Background: an optimization exercise with open tools, aiming at small area and a short achievable clock period. Do not read the settings as production practice.
RTL that was checked went through simulation tests only; none was proved equivalent to the original.

// color_match
module color_match (
    input  wire       clk,
    input  wire       rst_n,
    input  wire [7:0] get_r,
    input  wire [7:0] get_g,
    input  wire [7:0] get_b,
    input  wire [7:0] set_r,
    input  wire [7:0] set_g,
    input  wire [7:0] set_b,
    input  wire [2:0] threshold_level,
    output wire [8:0] get_h,
    output wire [7:0] get_s,
    output wire [7:0] get_v,
    output wire [8:0] set_h,
    output wire [7:0] set_s,
    output wire [7:0] set_v,
    output wire [1:0] similar_flag
);
    reg vld;
    always @(posedge clk or negedge rst_n)
        if (!rst_n) vld <= 1'b0;
        else        vld <= 1'b1;
    rgb_hsv rgb_hsv_get_inst (
        .clk   (clk),
        .rst   (rst_n),
        .vld   (vld),
        .rgb_r (get_r),
        .rgb_g (get_g),
        .rgb_b (get_b),
        .hsv_h (get_h),
        .hsv_s (get_s),
        .hsv_v (get_v)
    );
    rgb_hsv rgb_hsv_set_inst (
        .clk   (clk),
  ...
Size in the first run: roughly 2,900 cells after synthesis, roughly 200 flip-flops, roughly 110 I/O pins, about 20,000 µm² of cells after synthesis.
Settings: LEC_CHECK=0, ABC_AREA=1, CAP_MARGIN=20, CORE_MARGIN=2, CORE_UTILIZATION=40, PLACE_DENSITY=0.6, SLEW_MARGIN=20; clock period 28.0 ns.
standard.sh (not shown) runs the stock make flow with config.mk's settings and CLKGATE_MAP_FILE= SYNTH_SCRIPT=/design/flow/synth_recipe.tcl, a recipe that flattens the netlist after the stock synthesis.
==> flow/flow/run.sh <==
#!/bin/bash
# The standard layout, with plain buffers (not delay cells) on the ports
set -euo pipefail
export BUFFER_PORTS_ARGS="-buffer_cell sky130_fd_sc_hd__buf_2"
bash standard.sh > standard.log 2>&1
The baseline went through all stages and came out clean.
Edit:
==> flow/flow/run.sh (replaced) <==
#!/bin/bash
# The standard layout, with plain buffers (not delay cells) on the ports.
# Placement runs as standard; from clock tree synthesis on, timing repair is
# asked to leave 21 ns of setup slack at the 28 ns clock.
set -euo pipefail
export BUFFER_PORTS_ARGS="-buffer_cell sky130_fd_sc_hd__buf_2"
bash standard.sh place > standard_place.log 2>&1
export SETUP_SLACK_MARGIN=21
bash standard.sh > standard_finish.log 2>&1
Register-to-register slack gets better by 0.37 ns.
Setup slack gets better by 0.27 ns.
Utilization rises by 1.7 points.
Flip-flop and latch count stays the same.
Global-route usage barely changes.
Cell area went up by about 4%.
Via count goes up by 1.6%.
No functional check of the RTL was part of any run of this note.

---

Setup of job 101:
Another version of the RTL of color_match (not shown whole).
For scale: ~200 flip-flops.
Settings: LEC_CHECK=0, ABC_AREA=1, CAP_MARGIN=20, CORE_MARGIN=2, CORE_UTILIZATION=60, PLACE_DENSITY=0.75, SLEW_MARGIN=20; clock period 28.0 ns.
==> flow/flow/run.sh <==
#!/bin/bash
# The standard layout, with plain buffers (not delay cells) on the ports.
# Placement runs as standard; from clock tree synthesis on, timing repair is
# asked to leave 20.8 ns of setup slack at the 28 ns clock.
set -euo pipefail
export BUFFER_PORTS_ARGS="-buffer_cell sky130_fd_sc_hd__buf_2"
bash standard.sh place > standard_place.log 2>&1
export SETUP_SLACK_MARGIN=20.8
bash standard.sh > standard_finish.log 2>&1
Input-level comparison between job 102 and job 101:
==> flow/flow/run.sh <==
#!/bin/bash
# The standard layout, with plain buffers (not delay cells) on the ports.
# Placement runs as standard; from clock tree synthesis on, timing repair is
# asked to leave 21 ns of setup slack at the 28 ns clock.
set -euo pipefail
export BUFFER_PORTS_ARGS="-buffer_cell sky130_fd_sc_hd__buf_2"
bash standard.sh place > standard_place.log 2>&1
export SETUP_SLACK_MARGIN=21
bash standard.sh > standard_finish.log 2>&1
--- a/flow/config.mk
+++ b/flow/config.mk
@@ -9,5 +9,6 @@
 export CAP_MARGIN = 20
 export CORE_MARGIN = 2
-export CORE_UTILIZATION = 60
-export PLACE_DENSITY = 0.75
+export CORE_UTILIZATION = 40
+export CTS_BUF_LIST = sky130_fd_sc_hd__clkbuf_4
+export PLACE_DENSITY = 0.6
 export SLEW_MARGIN = 20
Results
- Comparing job 101 and job 102, the lower number of fill cells is on job 101.
- The path type of the worst setup path comes out in2reg in one run and reg2out in the other, namely in job 101 and job 102 respectively.
- After detailed routing, job 101 needs less wire than job 102.
- [compare] base=job 101 new=job 102: summed area of non-filler cells in the final layout up 3.0%, placed instance area up 270 sq um, die area up 16000 sq um.
- The achievable frequency was comparable across job 101 and job 102.
Changes in job 103 relative to job 102:
==> flow/flow/run.sh <==
#!/bin/bash
# The standard layout, with plain buffers (not delay cells) on the ports.
# Placement runs as standard; from clock tree synthesis on, timing repair is
# asked to leave 21.3 ns of setup slack at the 28 ns clock.
set -euo pipefail
export BUFFER_PORTS_ARGS="-buffer_cell sky130_fd_sc_hd__buf_2"
bash standard.sh place > standard_place.log 2>&1
export SETUP_SLACK_MARGIN=21.3
bash standard.sh > standard_finish.log 2>&1
--- a/flow/config.mk
+++ b/flow/config.mk
@@ -10,5 +10,4 @@
 export CORE_MARGIN = 2
 export CORE_UTILIZATION = 40
-export CTS_BUF_LIST = sky130_fd_sc_hd__clkbuf_4
 export PLACE_DENSITY = 0.6
 export SLEW_MARGIN = 20
==> summary.txt <==
The run showing the greater sequential share of layout area is job 102.
Between job 103 and job 102, the met1 layer usage reported by global route is lower for job 102.
Of job 103 and job 102, job 102 shows the lower worst path required time, with job 103 above it.
On worst setup slack, job 103 does better than job 102.
Worst-skew pair later-pin latency ends up lower on job 103.
--- input diff job 103..job 104 ---
==> flow/run.sh (new file) <==
#!/bin/bash
# synth_recipe.tcl (not shown) runs the flow's synth.tcl, then flattens the netlist and writes it again
# the make line also repeats each setting of config.mk as NAME=value (left out here)
make -C /OpenROAD-flow-scripts/flow DESIGN_CONFIG=/design/flow/config.mk WORK_HOME=/design/flow/orfs CLKGATE_MAP_FILE= SYNTH_SCRIPT=/design/flow/synth_recipe.tcl finish
--- a/flow/config.mk
+++ b/flow/config.mk
@@ -9,5 +9,5 @@
 export CAP_MARGIN = 20
 export CORE_MARGIN = 2
-export CORE_UTILIZATION = 40
-export PLACE_DENSITY = 0.6
+export CORE_UTILIZATION = 60
+export PLACE_DENSITY = 0.75
 export SLEW_MARGIN = 20
removed: flow/flow/run.sh
removed: flow/standard.sh
### Flow results
- Final critical-path share of the clock period on job 104 is up relative to job 103.
- Number of tap instances: job 104 < job 103

---

== run A ==
color_match again, from the RTL that the note above started with.
export LEC_CHECK = 0
export ABC_AREA = 1
export CAP_MARGIN = 20
export CORE_MARGIN = 2
export CORE_UTILIZATION = 40
export CTS_BUF_LIST = sky130_fd_sc_hd__clkbuf_8
export PLACE_DENSITY = 0.6
export SLEW_MARGIN = 20
create_clock -name core_clock -period 28.0 [get_ports {clk}]
==> flow/flow/run.sh <==
#!/bin/bash
# The standard layout, with plain buffers (not delay cells) on the ports.
# Placement runs as standard; from clock tree synthesis on, timing repair is
# asked to leave 21 ns of setup slack at the 28 ns clock.
set -euo pipefail
export BUFFER_PORTS_ARGS="-buffer_cell sky130_fd_sc_hd__buf_2"
bash standard.sh place > standard_place.log 2>&1
export SETUP_SLACK_MARGIN=21
bash standard.sh > standard_finish.log 2>&1
Input changes introduced in run B (baseline for comparison: run A):
diff --git a/flow/config.mk b/flow/config.mk
--- a/flow/config.mk
+++ b/flow/config.mk
@@ -11,3 +11,2 @@
-export CORE_UTILIZATION = 40
-export CTS_BUF_LIST = sky130_fd_sc_hd__clkbuf_8
-export PLACE_DENSITY = 0.6
+export CORE_UTILIZATION = 60
+export PLACE_DENSITY = 0.75
Notes after the runs:
- Run B did not stop at any stage, and its layout met the timing, DRC and antenna checks.
- Last element of the critical path = rgb_hsv_get_inst.db1$_DFF_P_: run B; last element of the critical path = rgb_hsv_set_inst.ph_2[6]$_DFF_P_: run A
- Re global router's overall resource usage: run A was lower than run B.
- The final reports for run B and run A show die area lower in the former.
- Count of plain and timing-repair buffers (run B vs. run A) decreases slightly
- reg2reg as the worst setup path category was reported by run A, and in2reg by run B.
- Run B vs. run A: critical path data arrival time decreased 0.22 ns, number of design-rule violations left by the first detailed-router iteration has decreased.
Here is what was changed in the inputs of run C compared with run B.
diff --git a/flow/config.mk b/flow/config.mk
--- a/flow/config.mk
+++ b/flow/config.mk
@@ -11,2 +11,2 @@
-export CORE_UTILIZATION = 60
-export PLACE_DENSITY = 0.75
+export CORE_UTILIZATION = 70
+export PLACE_DENSITY = 0.85
Notes after the runs:
[run C] number of well-tap cells placed fell 55 relative to run B
Relative to run B, the global-route track usage on met2 of run C is higher by 10 points.
Looking at run C and run B, the cell area is a wash.
For run C, the critical path's slowest cell was sky130_fd_sc_hd__fa_2, unlike run B, where it was sky130_fd_sc_hd__ha_4.
Summary of run C over run B: fraction of area in multi-input gates went up, routed length per placed instance went up, via count went up, number of vias per cell after detailed routing went up.
When run C is set beside run B, its minimum period implied by the final worst setup slack turns out to be 0.56 ns larger.
Run C: highest attainable clock frequency lower than run B
> inputs changed (run C -> run D)
diff --git a/flow/config.mk b/flow/config.mk
--- a/flow/config.mk
+++ b/flow/config.mk
@@ -11,2 +11,2 @@
-export CORE_UTILIZATION = 70
-export PLACE_DENSITY = 0.85
+export CORE_UTILIZATION = 40
+export PLACE_DENSITY = 0.6
### Flow results
[compare] base=run C new=run D: area growth from synthesis to layout now larger, non-filler instance count after layout has increased. Run D gives less global routing met2 resource utilization than run C did. Data arrival time at the worst-slack endpoint (run D over run C): decrease, 0.48 ns. Compared with run C, in run D effective utilization at floorplan shrank by 30 points.

port drivers added, routing unchanged:
Ports are ideal in the flow. The routed layouts listed here were re-timed in OpenROAD. Step 1 assumes that a clkbuf_16 drives the clock port and a buf_2 every other input. Step 2, shift: input delay + t, output delay - t, t = (earliest + latest rising clock arrival at the registers) / 2. This alone moves slack from input paths to output paths. a / b / c = ideal / step 1 / step 2; a / b = the first two.
run	t, ns	setup slack, ns	worst hold slack (ns)	latest minus earliest clock arrival (ns)	worst register clock-pin slew, ns
the first run of note 1	0.596	20.875 / 20.875 / 20.579	0.373 / 0.373 / 0.373	0.028 / 0.028	0.06 / 0.06
the second run of note 1	0.596	21.141 / 21.159 / 20.567	0.372 / 0.372 / 0.372	0.032 / 0.032	0.06 / 0.06
job 101	0.564	21.059 / 21.096 / 20.532	0.400 / 0.400 / 0.400	0.024 / 0.024	0.07 / 0.07
job 102	0.796	21.048 / 21.001 / 20.525	0.402 / 0.402 / 0.402	0.034 / 0.033	0.09 / 0.09
job 103	0.585	21.206 / 21.206 / 20.703	0.408 / 0.408 / 0.408	0.014 / 0.013	0.07 / 0.07
job 104	0.572	20.464 / 20.464 / 20.262	0.382 / 0.382 / 0.382	0.022 / 0.021	0.06 / 0.06
run A	0.625	20.983 / 20.983 / 20.659	0.409 / 0.409 / 0.409	0.031 / 0.031	0.07 / 0.07
run B	0.564	21.148 / 21.125 / 20.622	0.400 / 0.400 / 0.400	0.024 / 0.024	0.07 / 0.07
run C	0.566	20.588 / 20.588 / 20.588	0.393 / 0.393 / 0.393	0.010 / 0.010	0.07 / 0.07
run D	0.582	21.071 / 21.071 / 20.684	0.408 / 0.408 / 0.408	0.017 / 0.018	0.07 / 0.07
After both steps every run listed still meets setup and hold. The setup slack of the second run of note 1, which loses most, moves by +0.018 ns with the drivers and by -0.574 ns with both steps.
